This is an optimization exercise on Yosys and OpenROAD, whose aim is a short achievable clock period and few clock cycles, not a production implementation. In this exercise RTL edits were held to simulation tests only and were not proved equivalent to the original. No activity file was given, so power comes from the tool's default toggle rates.

`flow/flow/run.sh`:
```
#!/bin/bash
# Standard ORFS layout (the standard.sh), with two changes to how it is
# made; the SDC is unchanged:
#  - timing repair aims well below the 12 ns constraint (a larger setup
#    margin than config.mk may set);
#  - ports are buffered with buf_4 instead of the smallest buffer.
# make's full output goes to flow_standard.log; each ORFS step also keeps its
# own log under orfs/logs/.
set -euo pipefail
MARGIN=$(cat flow/margin.txt)
bash standard.sh SETUP_SLACK_MARGIN=$MARGIN \
  "BUFFER_PORTS_ARGS=-buffer_cell sky130_fd_sc_hd__buf_4" finish > flow_standard.log 2>&1
```
`flow/flow/margin.txt`:
```
8
```
`flow/standard.sh`:
```
#!/bin/bash
# synth_recipe.tcl (not shown) runs the flow's synth.tcl, then flattens the netlist and writes it again
# the make line also repeats each setting of config.mk as NAME=value (left out here)
make -C /OpenROAD-flow-scripts/flow DESIGN_CONFIG=/design/flow/config.mk WORK_HOME=/design/flow/orfs CLKGATE_MAP_FILE= SYNTH_SCRIPT=/design/flow/synth_recipe.tcl "${@:-finish}"
```
`flow/config.mk`:
```
export PLATFORM = sky130hd
export DESIGN_NAME = riscv_single_cycle
export DESIGN_NICKNAME = riscv_single_cycle
export VERILOG_FILES = /design/flow/design.v
export SDC_FILE = /design/flow/constraint.sdc
export NUM_CORES = 4
export LEC_CHECK = 0
export CAP_MARGIN = 20
export CORE_MARGIN = 2
export CORE_UTILIZATION = 40
export SLEW_MARGIN = 20
export TNS_END_PERCENT = 5
```
`flow/constraint.sdc`:
```
create_clock -name core_clock -period 12.0 [get_ports {clk}]
set_input_delay 2.4000 -clock core_clock [delete_from_list [all_inputs] [get_ports {clk}]]
set_output_delay 2.4000 -clock core_clock [all_outputs]
set_load 0.01 [all_outputs]
```
`flow/design.v`:
```
module ks_add #(parameter W = 32, parameter L = 5) (
    input  [W-1:0] a,
    input  [W-1:0] b,
    input          cin,
    output [W-1:0] s
);
    wire [W-1:0] p = a ^ b;
    wire [W-1:0] g [0:L];
    wire [W-1:0] t [0:L];
    assign g[0] = (a & b) | {{(W-1){1'b0}}, p[0] & cin};
    assign t[0] = p;
    genvar l, i;
    generate
        for (l = 0; l < L; l = l + 1) begin : lvl
            for (i = 0; i < W; i = i + 1) begin : bt
                if (i >= (1 << l)) begin : cb
                    assign g[l+1][i] = g[l][i] | (t[l][i] & g[l][i-(1<<l)]);
                    assign t[l+1][i] = t[l][i] & t[l][i-(1<<l)];
                end else begin : ps
                    assign g[l+1][i] = g[l][i];
                    assign t[l+1][i] = t[l][i];
                end
            end
        end
    endgenerate
    assign s = p ^ {g[L][W-2:0], cin};
endmodule
module riscv_single_cycle (
    input         clk,
    input         reset,
    input  [31:0] instr,
    output [31:0] pc,
    output        rf_we,
    output [4:0]  rf_rd,
    output [31:0] rf_wdata,
    output        dm_we,
    output [5:0]  dm_addr,
    output [31:0] dm_wdata
);
    reg  [9:0]  pc_q;
    reg  [31:0] regs [0:31];
    reg  [31:0] mem  [0:63];
    reg  [31:0] vld;          
    reg  [63:0] mvld;         
    reg         d_v;          
    reg  [31:0] ir;
    reg  [31:0] sel1, sel2;   
    reg  [9:0]  d_pc1;        
    reg         e_wr;         
    reg         e_ld;         
    reg         e_st;         
    reg  [4:0]  e_rd;
    reg  [31:0] e_a;          
    reg  [31:0] e_b;          
    reg  [31:0] e_s;          
    reg  [5:0]  e_addr;       
    reg  [63:0] e_asel;       
    reg         e_fa, e_fb, e_fs;  
    reg         e_add, e_sub, e_or;  
    reg         o_rf_we;
    reg  [4:0]  o_rf_rd;
    reg  [31:0] o_rf_wdata;
    reg         o_dm_we;
    reg  [5:0]  o_dm_addr;
    reg  [31:0] o_dm_wdata;
    reg  [4:0]  w_rd;         
    reg  [31:0] w_n;          
    wire [31:0] w_data = ~w_n;
    integer k;
    wire [31:0] a  = e_fa ? w_data : e_a;
    wire [31:0] bx = e_fb ? (w_data ^ {32{e_sub}}) : e_b;
    wire [31:0] s  = e_fs ? w_data : e_s;
    wire [31:0] sum;
    ks_add #(32, 5) u_add (.a(a), .b(bx), .cin(e_sub), .s(sum));
    wire [31:0] alu = (e_add | e_sub) ? sum : e_or ? (a | bx) : (a & bx);
    reg  [31:0] ldata;
    always @(*) begin
        ldata = 32'd0;
        for (k = 0; k < 64; k = k + 1)
            ldata = ldata | ({32{e_asel[k]}} & mem[k]);
    end
    wire mv = |(e_asel & mvld);
    wire [31:0] wdata = ({32{e_ld && mv}} & ldata) | ({32{!e_ld}} & alu);
    wire [6:0] op  = ir[6:0];
    wire [4:0] rd  = ir[11:7];
    wire [2:0] f3  = ir[14:12];
    wire [4:0] rs1 = ir[19:15];
    wire [4:0] rs2 = ir[24:20];
    wire       f7  = ir[30];
    wire is_ld = (op == 7'b0000011);
    wire is_st = (op == 7'b0100011);
    wire is_br = (op == 7'b1100011);
    wire is_i  = (op == 7'b0010011);
    wire f_base = !f7 && (f3 == 3'b000);
    wire [31:0] imm_i = {{20{ir[31]}}, ir[31:20]};
    wire [5:0]  imm6  = is_ld ? ir[25:20] : {ir[25], ir[11:7]};
    reg  [31:0] q1, q2;
    always @(*) begin
        q1 = 32'd0;
        q2 = 32'd0;
        for (k = 0; k < 32; k = k + 1) begin
            q1 = q1 | ({32{sel1[k]}} & regs[k]);
            q2 = q2 | ({32{sel2[k]}} & regs[k]);
        end
    end
    wire byp1 = o_rf_we && (w_rd == rs1);
    wire byp2 = o_rf_we && (w_rd == rs2);
    wire [31:0] g1 = |(sel1 & vld) ? q1 : 32'd0;
    wire [31:0] g2 = |(sel2 & vld) ? q2 : 32'd0;
    wire [31:0] r1 = byp1 ? w_data : g1;
    wire [31:0] r2 = byp2 ? w_data : g2;
    wire eq_qq = (g1 == g2);
    wire eq_wq = (w_data == g2);
    wire eq_qw = (g1 == w_data);
    wire eq    = byp1 ? (byp2 ? 1'b1 : eq_wq) : (byp2 ? eq_qw : eq_qq);
    wire dep1 = e_wr && (e_rd == rs1);
    wire dep2 = e_wr && (e_rd == rs2);
    wire br_cond = is_br && f_base && (rs1 != rs2);    
    wire stall   = d_v && (((is_ld | is_st) && dep1) || (br_cond && (dep1 || dep2)));
    wire miss    = d_v && !stall && br_cond && !eq;
    wire go      = d_v && !stall;
    wire [5:0] a_sum;
    ks_add #(6, 3) u_aadd (.a(r1[5:0]), .b(imm6), .cin(1'b0), .s(a_sum));
    wire [5:0] d_addr = f_base ? a_sum : (r1[5:0] & imm6);
    wire fn_add = f3 == 3'b000 && !f7;
    wire fn_sub = f3 == 3'b000 && f7;
    wire fn_or  = f3 == 3'b110 && !f7;
    wire [31:0] bval = is_i ? imm_i : r2;
    wire [9:0] imm_b   = {instr[29:25], instr[11:8], 1'b0};
    wire       predict = (instr[6:0] == 7'b1100011) && (instr[14:12] == 3'b000) && !instr[30];
    wire [9:0] pc_seq, pc_tgt;
    ks_add #(10, 4) u_inc (.a(pc_q), .b(10'd0), .cin(1'b1), .s(pc_seq));
    ks_add #(10, 4) u_tgt (.a(pc_q), .b(imm_b), .cin(1'b0), .s(pc_tgt));
    wire [9:0] pc_next = miss ? d_pc1 : stall ? pc_q : predict ? pc_tgt : pc_seq;
    always @(posedge clk) begin
        if (reset) begin
            vld  <= 32'd0;
            mvld <= 64'd0;
            pc_q <= 10'd0;
            d_v  <= 1'b0;
            e_wr <= 1'b0; e_ld <= 1'b0; e_st <= 1'b0;
            o_rf_we <= 1'b0; o_dm_we <= 1'b0;
        end else begin
            pc_q <= pc_next;
            if (!stall) d_v <= !miss;
            e_wr  <= go && !is_br && !is_st;
            e_ld  <= go && is_ld;
            e_st  <= go && is_st;
            o_rf_we <= e_wr;
            o_dm_we <= e_st;
            if (o_rf_we) vld[w_rd] <= 1'b1;
            if (e_st) mvld <= mvld | e_asel;
        end
        if (o_rf_we) regs[w_rd] <= w_data;
        for (k = 0; k < 64; k = k + 1)
            if (e_st && e_asel[k]) mem[k] <= s;
        if (!stall) begin
            ir    <= instr;
            d_pc1 <= pc_seq;
            for (k = 0; k < 32; k = k + 1) begin
                sel1[k] <= (instr[19:15] == k);
                sel2[k] <= (instr[24:20] == k);
            end
        end
        e_rd   <= rd;
        e_a    <= r1;
        e_b    <= fn_sub ? ~bval : bval;
        e_s    <= r2;
        e_addr <= d_addr;
        for (k = 0; k < 64; k = k + 1) e_asel[k] <= (d_addr == k);
        e_fa   <= dep1;
        e_fb   <= dep2 && !is_i;
        e_fs   <= dep2;
        e_add  <= fn_add;
        e_sub  <= fn_sub;
        e_or   <= fn_or;
        o_rf_rd    <= e_rd;
        o_rf_wdata <= wdata;
        o_dm_addr  <= e_addr;
        o_dm_wdata <= s;
        if (e_wr) w_rd <= e_rd;
        w_n <= ~wdata;
    end
    assign pc       = {22'd0, pc_q};
    assign rf_we    = o_rf_we;
    assign rf_rd    = o_rf_rd;
    assign rf_wdata = o_rf_wdata;
    assign dm_we    = o_dm_we;
    assign dm_addr  = o_dm_addr;
    assign dm_wdata = o_dm_wdata;
endmodule
```
==> run notes <==
## per-layer routing
metal	vias up	routed length, um	global-route usage (%)
met3	3902	111800	15.00
met2	12046	272500	53.20
li1	36583	-	-
met5	-	589	0.8484
met1	50772	202700	42.64
met4	44	69490	28.69
## kinds of logic after synthesis
logic type | Yosys count | share of synthesized area (%)
other | 1 | 0.002727
adder cells (fa/ha/maj) | 87 | 0.8134
buffers and inverters | 772 | 2.221
XOR/XNOR | 176 | 1.121
AND/OR/NAND/NOR | 1398 | 5.252
AO/OA/AOI/OAI | 2535 | 14.39
flip-flops | 3579 | 75.27
multiplexers | 120 | 0.9380
## worst min-delay path by stage
stage               startpoint      endpoint
floorplan            e_addr[0]  o_dm_addr[0]
CTS                  e_addr[4]  o_dm_addr[4]
finish               e_addr[4]  o_dm_addr[4]
global route         e_addr[4]  o_dm_addr[4]
detailed placement   e_addr[4]  o_dm_addr[4]
global placement     e_addr[4]  o_dm_addr[4]
## stage by stage
stage | hold WS [ns] | setup WS, ns | power (W) | instances | area (um^2)
after floorplan | 0.3096 | 7.838 | 0.01405 | 8689 | 137700
after global placement | 0.3213 | 6.608 | 0.01436 | 13145 | 145400
after detailed placement | 0.3161 | 6.834 | 0.01437 | 13150 | 145500
after CTS | 0.3335 | 7.821 | 0.02569 | 13970 | 160900
after global routing | 0.3577 | 7.646 | 0.02623 | 13989 | 161400
final | 0.3295 | 7.602 | 0.02583 | 14018 | 161500
## flip-flops by register name (all words and copies together), names as in the netlist, 10 cells and up
name / cells
d_pc1: 10
sel1: 32
ir: 32
e_asel: 64
mvld: 64
e_s: 32
e_a: 32
vld: 32
o_rf_wdata: 32
pc_q: 10
e_b: 32
w_n: 32
mem: 2048
sel2: 32
o_dm_wdata: 32
regs: 1024
## cells in the final DEF, fill, tap and decap left out, drive strengths merged, types with 14 or more instances in the layout
master    count
inv         167
clkinvlp     40
ha           83
a221oi      444
o21a         27
mux2         71
nand3        92
diode        33
bufinv       38
a211oi       29
clkbuf      464
or4          57
a21oi       122
edfxtp     3183
a22o        431
dfxtp       396
nand2       145
a22oi      1250
and2         71
nor2        450
and3         14
o21ai        81
a31oi        24
or3          14
nor4         45
conb         22
a21o         21
o41ai        19
mux2i        49
nor2b        20
clkinv      132
buf         657
nand2b       17
nor3         68
xor2         53
xnor2       123
nand4       359
## worst reg2reg max path, cell delays in order (launching register included)
cell      delay, ns
edfxtp_1       0.40
buf_4          0.29
buf_8          0.32
a22o_1         0.30
a221oi_1       0.22
nand4_1        0.18
nor3_4         0.59
nor2_2         0.19
xnor2_2        0.33
nand4_1        0.14
or4_4          0.56
o311ai_4       0.09
buf_12         0.18
buf_12         0.15
nor4b_4        0.05
a221o_1        0.29
## repair_timing
item | 4_1_cts | 5_1_grt
endpoints found under the hold margin | 0 | 0
setup endpoints to repair | 160 | 127
pin swaps | 65 | 33
resized for setup | 394 | 50
setup buffers | 120 | 11
gates cloned | 35 | 2
## power by group
group	internal, W	leakage [nW]	total [W]	switching (W)
registers	0.0135	34.6	0.0135	0.0000527
logic	0.000229	15.0	0.000753	0.000524
clock network	0.00659	5.78	0.0116	0.00499
total	0.0203	55.4	0.0258	0.00556
## area by class of cell
cell class                      count  area, um^2
Multi-Input combinational cell   4341       32790
Timing Repair Buffer              669        6660
Timing Repair inverter             11       55.05
Fill cell                       28941      181300
Inverter                          163       658.1
Antenna cell                       33       82.58
Tap cell                         4557        5702
Clock buffer                      462        9767
Sequential cell                  3579      103600
Clock inverter                    203        2121
==> impl_metrics.py <==
metrics = {
    "outcome": {
        "status": "timing/DRC/antenna clean",
    },
    "timing": {
        "hold_viol_final": 0,
        "period_share_pct": 36.65,
        "clock.fmax_ghz": 0.2274,
        "setup_viol": 0,
        "slew_violations": 0,
        "rsz0062_at_grt": "yes",
        "worst_pin_slew_ns": 1.304,
        "maxSlewHeadroom_pct": 13.09,
        "period_needed_ns": 4.398,
        "finalClockSkew_ns": 0.09071,
        "tns_ns": 0,
    },
    "die": {
        "core_um2": 342700,
        "start_util_pct": 40.13,
        "rows": 215,
        "fp.dieW_um": 590.4,
        "die_h_um": 590.4,
        "ios": 143,
        "die-area_um2": 348500,
    },
    "synthesis": {
        "synth_cells": 8668,
        "synth_ff_type": "edfxtp_1",
        "ys_seq_area_share_pct": 75.27,
        "synth.top_cell.area_share_pct": 69.50,
        "synthDistinctLibCells": 82,
        "yosys_warnings": 5,
        "synthTopCellsByArea": "edfxtp_1 70%, a22oi_1 6.8%, dfxtp_1 5.8%",
        "synth_top_area_cell": "edfxtp_1",
        "synth_seq_cells": 3579,
        "synth_edf_count": 3183,
        "syn_area_um2": 137500,
        "synth.avg_cell_area_um2": 15.87,
        "synthTopCellsByCount": "3183 x edfxtp_1, 1248 x a22oi_1, 486 x clkbuf_1",
        "synth.most_common_cell": "edfxtp_1",
        "async_reset_ff_share_pct": 0,
    },
    "critical_path": {
        "r2r-start": "sel1[24]",
        "path_depth": 15,
        "r2r_cells": 15,
        "regToRegEndpoint": "pc_q[6]",
        "crit_end": "pc_q[6]",
        "crit_arrival_ns": 5.22,
        "cp_top_family": "simple AND/OR/NAND/NOR gates",
        "endpoint_kind": "flop",
        "worstPathMaxFanout": 21,
        "setup.worst_path.start": "sel1[24]",
        "crit_slowest_cell": "nor3_4",
        "path_class": "flop to flop",
        "cp.required_ns": 12.82,
        "r2r_slack_ns": 7.60,
        "path_cells": "buf_4 > buf_8 > a22o_1 > a221oi_1 > nand4_1 > nor3_4 > nor2_2 > xnor2_2 > nand4_1 > or4_4 > o311ai_4 > buf_12 > buf_12 > nor4b_4 > a221o_1",
        "path_buf_inv": 4,
        "cp-start-kind": "flop",
        "critPathMaxStageDelay_ns": 0.59,
    },
    "power_and_ir_drop": {
        "power.density_nw_per_um2": 160.0,
        "p_leak_nw": 55.39,
        "ir_drop_mv": 0.1461,
    },
    "grt": {
        "antenna_found_initial": 46,
        "grt_max_degree": 78,
        "grt_usage_pct": 36.51,
        "gr-total-overflow": 0,
        "grt_pass1_vias": 95300,
        "grt_pass1_wl_mm": 857.8,
    },
    "clock_tree": {
        "cts_buffers": 362,
        "cts_sinks": 3579,
        "clkTransAtPathRegs_ns": 0.06,
        "cts_tree": "yes",
        "htreeDepth": 5,
        "clk_latency_ns": 1.01,
        "clk_path_buf_depth": 4,
        "cts-root-buf": "clkbuf_16",
        "hold_buffers": 0,
    },
    "route": {
        "drc": 0,
        "drt_wl_total_mm": 657.1,
        "vias_per_cell": 7.372,
        "detail_route.iter0.violations": 23802,
        "first_pass_iters": 22,
        "vias": 103347,
        "routedWlPerCell_um": 46.87,
        "drtAntennaViolNets": 0,
    },
    "final_layout": {
        "final_util_pct": 47.11,
        "nNetsFinal": 9248,
        "drive_above_1_share_pct": 17.87,
        "flow.area_growth_from_synthesis_pct": 17.40,
    },
    "run": {
        "cap_violations": 0,
    },
    "placement": {
        "gp_congestion": 1.031,
        "portBuffers": 120,
        "post-dp-hpwl_mm": 353.7,
    },
    "worst_hold_path": {
        "hold_path_depth": 0,
        "hp-class": "flop to flop",
    },
}
Testbench counts, summed over its fixed seeds: cycles 20,918.

## what the ideal ports hide
In the flow no input, the clock included, has a driving cell. The finished layout below was timed again as built, in two steps. Step 1 (the two cells are an assumption about what drives the block):
set clk [get_ports {clk}]
set_driving_cell -lib_cell sky130_fd_sc_hd__clkbuf_16 $clk
set_driving_cell -lib_cell sky130_fd_sc_hd__buf_2 [delete_from_list [all_inputs] $clk]
Step 2 times the ports against the registers' clock, not the clock port: input delays grow and output delays shrink by t, the midpoint of the rising clock arrivals with the driver on. Three values: ideal ports, drivers, drivers and shift; two values: the first two.
t (ns): 1.078
setup slack, ns: 7.602 / 7.602 / 7.257
worst data-port slew with drivers (ns): 0.22
After both steps this run still meets setup and hold. The setup slack of this run moves by 0.000 ns with the drivers and by -0.345 ns with both steps.
